Context: an optimization exercise on an open-source flow, tuned for small area, a short achievable clock period and few clock cycles. The choices shown serve that exercise and are no tape-out recipe.
Function was checked by simulation only, so behaviour that the tests miss may differ from the original.
No activity file was given, so power comes from the tool's default toggle rates.

==> design/flow/design.v <==
module rv32i_cpu(
    input clk,
    input reset,
    input  [31:0] program_data_bus,
    output [31:0] program_addr_bus,
    input  [31:0] mem_read_data_bus,
    output [31:0] mem_write_data_bus,
    output reg mem_write_signal,
    output reg [31:0] mem_addr_bus
);
    localparam [6:0] OP_LOAD   = 7'b0000011,
                     OP_STORE  = 7'b0100011,
                     OP_IMM    = 7'b0010011,
                     OP_LUI    = 7'b0110111,
                     OP_AUIPC  = 7'b0010111,
                     OP_OP     = 7'b0110011,
                     OP_JAL    = 7'b1101111,
                     OP_JALR   = 7'b1100111,
                     OP_BRANCH = 7'b1100011;
    reg [31:0] regs [31:1];
    reg [31:2] pc;           
    assign program_addr_bus = {pc, 2'b00};
    reg        vE;
    reg        killE;        
    reg [31:0] opA, opB, aux;
    reg [4:0]  rdE;
    reg        wE;           
    reg        lwE;          
    reg        swE;          
    reg        stFwdE;       
    reg        brE;          
    reg        predE;        
    reg        jalrE;
    reg        jalE;
    reg [20:2] offE;         
    reg [2:0]  f3E;
    reg        subE;         
    reg        sAdd, sSlt, sSltu, sXor, sOr, sAnd, sSll, sSrl, sSra, sAux, sLink;
    reg        wW;
    reg        lwW;
    reg [4:0]  rdW;
    reg [31:0] resW;         
    assign mem_write_data_bus = resW;
    wire [31:0] ir = program_data_bus;
    wire [6:0] opcode = ir[6:0];
    wire [4:0] rd     = ir[11:7];
    wire [2:0] funct3 = ir[14:12];
    wire [4:0] rs1    = ir[19:15];
    wire [4:0] rs2    = ir[24:20];
    wire [6:0] funct7 = ir[31:25];
    wire [31:0] i_imm = {{20{ir[31]}}, ir[31:20]};
    wire [31:0] s_imm = {{20{ir[31]}}, ir[31:25], ir[11:7]};
    wire [31:0] u_imm = {ir[31:12], 12'b0};
    wire [31:0] b_imm = {{19{ir[31]}}, ir[31], ir[7], ir[30:25], ir[11:8], 1'b0};
    wire [31:0] j_imm = {{11{ir[31]}}, ir[31], ir[19:12], ir[20], ir[30:21], 1'b0};
    wire isLoad   = opcode == OP_LOAD;
    wire isStore  = opcode == OP_STORE;
    wire isImm    = opcode == OP_IMM;
    wire isLui    = opcode == OP_LUI;
    wire isAuipc  = opcode == OP_AUIPC;
    wire isOp     = opcode == OP_OP;
    wire isJal    = opcode == OP_JAL;
    wire isJalr   = opcode == OP_JALR;
    wire isBranch = opcode == OP_BRANCH;
    wire use1 = isOp | isBranch | isStore | isImm | isLoad | isJalr;
    wire use2 = isOp | isBranch;             
    wire subD = isBranch | (isOp & funct7[5] & funct3 == 3'b000) |
                ((isOp | isImm) & funct3[2:1] == 2'b01);
    wire writes = isLoad | isImm | isLui | isAuipc | isOp | isJal | isJalr;
    wire [31:0] exRes;
    wire [31:0] wbVal = lwW ? mem_read_data_bus : resW;
    wire wX  = wE && !killE;
    wire fE1 = wX && rdE == rs1;
    wire fE2 = wX && rdE == rs2;
    wire fW1 = wW && rdW == rs1;
    wire fW2 = wW && rdW == rs2;
    reg [31:0] rf1, rf2;
    integer r;
    always @* begin
        rf1 = 32'd0;
        rf2 = 32'd0;
        for (r = 1; r < 32; r = r + 1) begin
            rf1 = rf1 | ({32{rs1 == r}} & regs[r]);
            rf2 = rf2 | ({32{rs2 == r}} & regs[r]);
        end
    end
    wire [31:0] r1W = fW1 ? wbVal : rf1;
    wire [31:0] r2W = fW2 ? wbVal : rf2;
    wire ldHaz = lwE && wE && !killE;
    wire stall = ldHaz && ((use1 && fE1) || (use2 && fE2));
    wire stFwd = ldHaz && isStore && fE2;
    wire [12:2]  bOffLo = {ir[31], ir[7], ir[30:25], ir[11:9]};
    wire [11:0]  sLo    = {1'b0, pc[12:2]} + {1'b0, bOffLo};
    wire [31:13] pcHiM  = pc[31:13] - 19'd1;
    wire [31:2]  tgt    = {({19{sLo[11]}} & pc[31:13]) | ({19{~sLo[11]}} & pcHiM), sLo[10:0]};
    wire [31:2]  pc1    = pc + 30'd1;
    wire predT = isBranch & ir[31];
    wire [20:2]  jOff   = {ir[31], ir[19:12], ir[20], ir[30:22]};
    wire [20:2]  bOff   = {{8{ir[31]}}, ir[31], ir[7], ir[30:25], ir[11:9]};
    wire exRedirect;
    wire [31:2] exTarget;
    wire fGo = !stall;
    wire [32:0] sum;
    rv_add32 u_add (.a(opA), .b(opB), .ci(subE), .s(sum[31:0]), .co(sum[32]));
    wire [31:0] add  = sum[31:0];
    wire ltu = ~sum[32];
    wire lt  = (opA[31] == opB[31]) ? opA[31] : add[31];
    wire eq  = &(opA ^ opB);
    wire [4:0]  sh = opB[4:0];
    reg  [31:0] shIn, shOut;
    integer k;
    always @* begin
        for (k = 0; k < 32; k = k + 1) shIn[k] = sSll ? opA[31 - k] : opA[k];
    end
    wire        shFill = sSra & opA[31];
    wire [63:0] shExt  = {{32{shFill}}, shIn} >> sh;
    always @* begin
        for (k = 0; k < 32; k = k + 1) shOut[k] = sSll ? shExt[31 - k] : shExt[k];
    end
    assign exRes = ({32{sAdd}} & add)
                 | {31'd0, (sSlt & lt) | (sSltu & ltu)}
                 | ({32{sXor}} & (opA ^ opB))
                 | ({32{sOr}}  & (opA | opB))
                 | ({32{sAnd}} & (opA & opB))
                 | ({32{sSll | sSrl | sSra}} & shOut)
                 | ({32{sAux}} & aux)
                 | ({32{sLink}} & {tgtE, 2'b00});
    reg taken;
    always @* begin
        case (f3E)
            3'b000: taken = eq;
            3'b001: taken = ~eq;
            3'b100: taken = lt;
            3'b101: taken = ~lt;
            3'b110: taken = ltu;
            3'b111: taken = ~ltu;
            default: taken = 1'b0;
        endcase
    end
    wire [31:2] tgtE = aux[31:2] + {{11{offE[20]}}, offE};
    assign exRedirect = vE && !killE && (jalrE || jalE || (brE && (taken != predE)));
    assign exTarget   = jalrE ? add[31:2] : tgtE;
    always @(posedge clk) begin
        if (reset == 1'b0) begin
            pc <= 30'd0;
            vE <= 1'b0;
            killE <= 1'b0;
            wE <= 1'b0;
            lwE <= 1'b0;
            swE <= 1'b0;
            brE <= 1'b0;
            jalrE <= 1'b0;
            jalE <= 1'b0;
            wW <= 1'b0;
            lwW <= 1'b0;
            mem_write_signal <= 1'b0;
        end else begin
            if (exRedirect)  pc <= exTarget;
            else if (stall)  pc <= pc;
            else if (predT)  pc <= tgt;
            else             pc <= pc1;
            vE    <= fGo;
            killE <= exRedirect;
            wE    <= fGo && writes && rd != 5'd0;
            lwE   <= fGo && isLoad && funct3 == 3'b010;
            swE   <= fGo && isStore && funct3 == 3'b010;
            brE   <= fGo && isBranch;
            jalrE <= fGo && isJalr;
            jalE  <= fGo && isJal;
            mem_write_signal <= swE && !killE;
            wW   <= wX;
            lwW  <= lwE && !killE;
        end
        predE  <= predT;
        stFwdE <= stFwd;
        f3E    <= funct3;
        rdE    <= rd;
        opA <= (fE1 & ~isLui & ~isAuipc & ~isJal) ? exRes :
               isLui ? 32'd0 : (isAuipc | isJal) ? {pc, 2'b00} : r1W;
        opB <= {32{subD}} ^ ((fE2 & (isOp | isBranch)) ? exRes :
               (isOp | isBranch) ? r2W :
               isStore ? s_imm :
               (isLui | isAuipc) ? u_imm : isJal ? 32'd4 : i_imm);
        aux <= (fE2 & isStore) ? exRes :
               isStore ? r2W : {pc, 2'b00};
        offE <= isJal ? jOff : (isBranch & ~ir[31]) ? bOff : 19'd1;
        subE  <= subD;
        sAdd  <= isLui | isAuipc | isJal |
                 (isImm & funct3 == 3'b000) | (isOp & funct3 == 3'b000 & (funct7 == 7'b0000000 | funct7 == 7'b0100000));
        sSlt  <= (isImm & funct3 == 3'b010) | (isOp & funct3 == 3'b010 & funct7 == 7'b0000000);
        sSltu <= (isImm & funct3 == 3'b011) | (isOp & funct3 == 3'b011 & funct7 == 7'b0000000);
        sXor  <= (isImm & funct3 == 3'b100) | (isOp & funct3 == 3'b100 & funct7 == 7'b0000000);
        sOr   <= (isImm & funct3 == 3'b110) | (isOp & funct3 == 3'b110 & funct7 == 7'b0000000);
        sAnd  <= (isImm & funct3 == 3'b111) | (isOp & funct3 == 3'b111 & funct7 == 7'b0000000);
        sSll  <= (isImm & funct3 == 3'b001) | (isOp & funct3 == 3'b001 & funct7 == 7'b0000000);
        sSrl  <= (isImm & funct3 == 3'b101 & ~ir[30]) | (isOp & funct3 == 3'b101 & funct7 == 7'b0000000);
        sSra  <= (isImm & funct3 == 3'b101 &  ir[30]) | (isOp & funct3 == 3'b101 & funct7 == 7'b0100000);
        sAux  <= isStore;
        sLink <= isJalr;
        mem_addr_bus <= add;
        rdW  <= rdE;
        resW <= stFwdE ? mem_read_data_bus : exRes;
        if (wW) regs[rdW] <= wbVal;
    end
endmodule
module rv_add32(
    input  [31:0] a,
    input  [31:0] b,
    input         ci,
    output [31:0] s,
    output        co
);
    reg [31:0] g, p, G, P;
    integer l, i, j;
    always @* begin
        g = a & b;
        p = a ^ b;
        G = g;
        P = p;
        G[0] = g[0] | (p[0] & ci);
        for (l = 0; l < 5; l = l + 1)
            for (i = 0; i < 32; i = i + 1)
                if (((i >> l) & 1) == 1) begin
                    j = ((i >> (l + 1)) << (l + 1)) + (1 << l) - 1;
                    G[i] = G[i] | (P[i] & G[j]);
                    P[i] = P[i] & P[j];
                end
    end
    assign s  = p ^ {G[30:0], ci};
    assign co = G[31];
endmodule
==> design/flow/run.sh <==
#!/bin/bash
# synth_recipe.tcl (not shown) runs the flow's synth.tcl, then flattens the netlist and writes it again
# the make line also repeats each setting of config.mk as NAME=value (left out here)
make -C /OpenROAD-flow-scripts/flow DESIGN_CONFIG=/design/flow/config.mk WORK_HOME=/design/flow/orfs CLKGATE_MAP_FILE= SYNTH_SCRIPT=/design/flow/synth_recipe.tcl finish
==> design/flow/config.mk <==
export PLATFORM = sky130hd
export DESIGN_NAME = rv32i_cpu
export DESIGN_NICKNAME = rv32i_cpu
export VERILOG_FILES = /design/flow/design.v
export SDC_FILE = /design/flow/constraint.sdc
export NUM_CORES = 4
export LEC_CHECK = 0
export CAP_MARGIN = 20
export CORE_MARGIN = 2
export CORE_UTILIZATION = 35
export PLACE_DENSITY = 0.55
export SETUP_SLACK_MARGIN = 5
export SLEW_MARGIN = 20
export TNS_END_PERCENT = 0
==> design/flow/constraint.sdc <==
create_clock -name core_clock -period 9.0 [get_ports {clk}]
set_input_delay 1.8000 -clock core_clock [delete_from_list [all_inputs] [get_ports {clk}]]
set_output_delay 1.8000 -clock core_clock [all_outputs]
set_load 0.01 [all_outputs]
==> metrics.cfg <==
[layout]
syn2layout_area_growth_pct = 19.4
finish.instance_area_mm2 = 0.0719
fillers = 16000
drive_above_1_share_pct = 15.7
fin_nets = 5613
finish.utilization_pct = 42.0

[clock_network]
holdBufCountCts = 0
clock_latency_ps = 840
clock_path_buffers = 3
numCtsBuffers = 137
cts_num_sinks = 1239
clk_pin_slew_ps = 70
root_buffer = clkbuf_16
cts_tree = built
htreeDepth = 4

[timing]
slew_viol_final = 0
period_share_pct = 54.3
tightest_slew_ps = 1160
hold_viol_final = 0
rsz0062_at_grt = yes
relSlewSlack_pct = 22.6
fin_skew_ps = 53.5
tns_ps = 0
fin_ws_ps = 4110
fin_hold_ws_ps = 391
period_minus_slack_ps = 4890
setup_viol = 0
fmax_mhz = 205

[critical_path]
r2r_setup_slack_ps = 4350
critPathCaptureType = flop
reg2reg_from = sSll
worstPathArrival_ps = 5570
setup.worst_path.start = program_data_bus[21]
worstRegToRegCells = 12
worstSetupStartpointType = input pin
crit_fanout = 24
criticalPathCategory = input pin to flop
critPathRequiredTime_ps = 9680

[global_route]
grt_overflow_total = 0
antenna_found_initial = 21
grt_pass1_wl_um = 433000
grt_pass1_vias = 51600
grt_usage_pct = 35.9
grt_max_degree = 45

[drt]
num_vias = 55100
vias_per_cell = 7.01
wl_per_cell_um = 41.3
drt-initial-drc-count = 12100
drc_errors = 0
ant_nets = 0
routed_wl_um = 325000
drtPass1Iterations = 17

[power]
p_per_area_mw_per_mm2 = 193
power.leakage_nw = 25.1
power_switching_w = 0.00379
switching_share_pct = 27.3
vdd_drop_max_mv = 0.177
intPower_w = 0.0101
pwr-share-seq_pct = 46.1
comb_power_share_pct = 12.7
clkPwrFrac_pct = 41.2

[logic_synthesis]
ys_async_sr_fraction_pct = 0
ys.flop_type = edfxtp_1
synth.ff_latch_count = 1239
ys_seq_area_share_pct = 57.6
synth_edf_count = 992
ys_warn_count = 2
synthDistinctLibCells = 94
netlist_instances = 5191
synthesis.area_mm2 = 0.0603
syn_avg_cell_area_um2 = 11.6

[hold_path]
hold_class = flop to flop
whs_path_depth = 0
hp-start = rdE[0]

[die]
floorplan.rows = 152
die_y_um = 419
start_util_pct = 35.2
die_w_um = 419
die_area_mm2 = 0.175
placeableCoreArea_mm2 = 0.171
ios = 163

[place]
place_area_mm2 = 0.0657
gp_congestion = 1.02
portBuffers = 160
post-place-ws_ps = 2160
hpwl_um = 203000

[run_status]
status = timing/DRC/antenna clean

[run]
drv_cap = 0

==> routing by layer <==
metal / part of all wire [%] / up-vias / track usage, %
met5: 0.030 / - / 0.194
met3: 15 / 1736 / 14.2
li1: - / 21100 / -
met4: 10 / 14 / 28.5
met1: 34 / 26700 / 42.4
met2: 41 / 5655 / 51.7
==> state kept, by name, indices dropped and copies added, names as in the netlist, 3 cells and up, named ones only <==
signal        count
mem_addr_bus     32
regs            992
aux              32
rdW               5
pc               12
rdE               5
opB              32
opA              32
f3E               3
resW             32
offE             19
==> worst max-delay path, stage by stage <==
cell and delay [ps]:
dlygate4sd2_1 660, or3b_2 640, nor2_4 460, buf_6 480
a22oi_1 160, nand3_1 120, nor3_1 50, nand3_1 260
o211ai_1 440, a31oi_1 330, xor2_1 80
==> area by class of cell <==
type,instances,area [um^2],area share [%]
Tap cell,2310,2890,4.02
Multi-Input combinational cell,3438,24800,34.4
Antenna cell,15,37.5,0.0522
Inverter,136,553,0.769
Timing Repair Buffer,479,4390,6.10
Clock inverter,85,951,1.32
Sequential cell,1239,34800,48.4
Clock buffer,159,3530,4.91
==> cell usage after synthesis (67+ instances only) <==
cell        n  share of area, %
inv_1     130              0.81
dfxtp_1   247               8.2
o21ai_0   143               1.2
a21oi_1   158               1.3
ha_1      107               2.2
a222oi_1   67               1.1
mux2i_1    73               1.2
nor3_1    108              0.90
a22oi_1   902                11
nand3_1   150               1.2
clkbuf_1  331               2.1
nand2_1   455               2.8
nand4_1   115               1.2
nor2_1    315               2.0
edfxtp_1  992                49
==> path summary, 6_finish.rpt <==
check	end
worst max-delay path	opB[15]
worst max register to register	opB[29]
worst min register to register	rdW[0]
worst min-delay path	rdW[0]
==> power groups by stage <==
stage	clock [W]	sequential, W	combinational (W)
finish	0.00571	0.00639	0.00176
global route	0.00595	0.00639	0.00182
CTS	0.00573	0.00638	0.00168
detailed placement	0	0.00651	0.00158
global placement	0	0.00651	0.00157
floorplan	0	0.00646	0.000815
==> stage by stage <==
step / total power (W) / instances
floorplan: 0.00728 / 5192
global placement: 0.00808 / 7481
detailed placement: 0.00809 / 7482
CTS: 0.0138 / 7840
global route: 0.0142 / 7853
finish: 0.0139 / 7861
==> cells by family (layout without fill, tap and decap cells) <==
kind of cell	count (synthesis)	count (layout)	share of synthesized area (%)
buf+inv	516	859	3.33
compound gates	1667	1668	20.1
mux	187	187	4.25
fa+ha+maj	116	116	2.52
flops	1239	1239	57.6
other cells	1	17	0.00622
xor+xnor	116	116	1.69
simple gates	1349	1349	10.5
==> cells in the final DEF, fill, tap and decap left out, drive strengths merged, types with 66 or more instances in the layout <==
cell type	n
edfxtp	992
a22oi	902
nand2	455
buf	316
nor2	315
dfxtp	247
clkbuf	160
a21oi	159
clkdlybuf4s50	156
o21ai	156
nand3	150
inv	146
nand4	115
nor3	108
ha	107
mux2i	74
a222oi	67
mux2	66
==> repair_timing <==
action,in CTS,in global routing
pin swaps,61,5
endpoints found under the setup margin,180,177
cloned,5,1
resized for setup,146,16
buffers inserted,109,5
Testbench counts, summed over its fixed seeds: cycles 26,881.

## afterwards: timing with drivers on the ports
No port has a modelled driver above. Below, the same layout with a new extraction and two added sets of constraints.
Step 1 (the two cells are an assumption about what drives the block):
set clk [get_ports {clk}]
set_driving_cell -lib_cell sky130_fd_sc_hd__clkbuf_16 $clk
set_driving_cell -lib_cell sky130_fd_sc_hd__buf_2 [delete_from_list [all_inputs] $clk]
Step 2 also shifts input and output timing later by t, the mid clock arrival at the registers, as if the neighbouring blocks saw the same clock.
Three values: no drivers, after step 1, after step 2; two values: the first two.
t, ns: 0.888
setup slack, ns: 4.113 / 3.971 / 3.083
clock arrival spread, ns: 0.060 / 0.060
worst slew at a driven data input, ns: 0.31
After both steps setup and hold are still met in this run. The setup slack of this run moves by -0.142 ns with the drivers and by -1.030 ns with both steps.
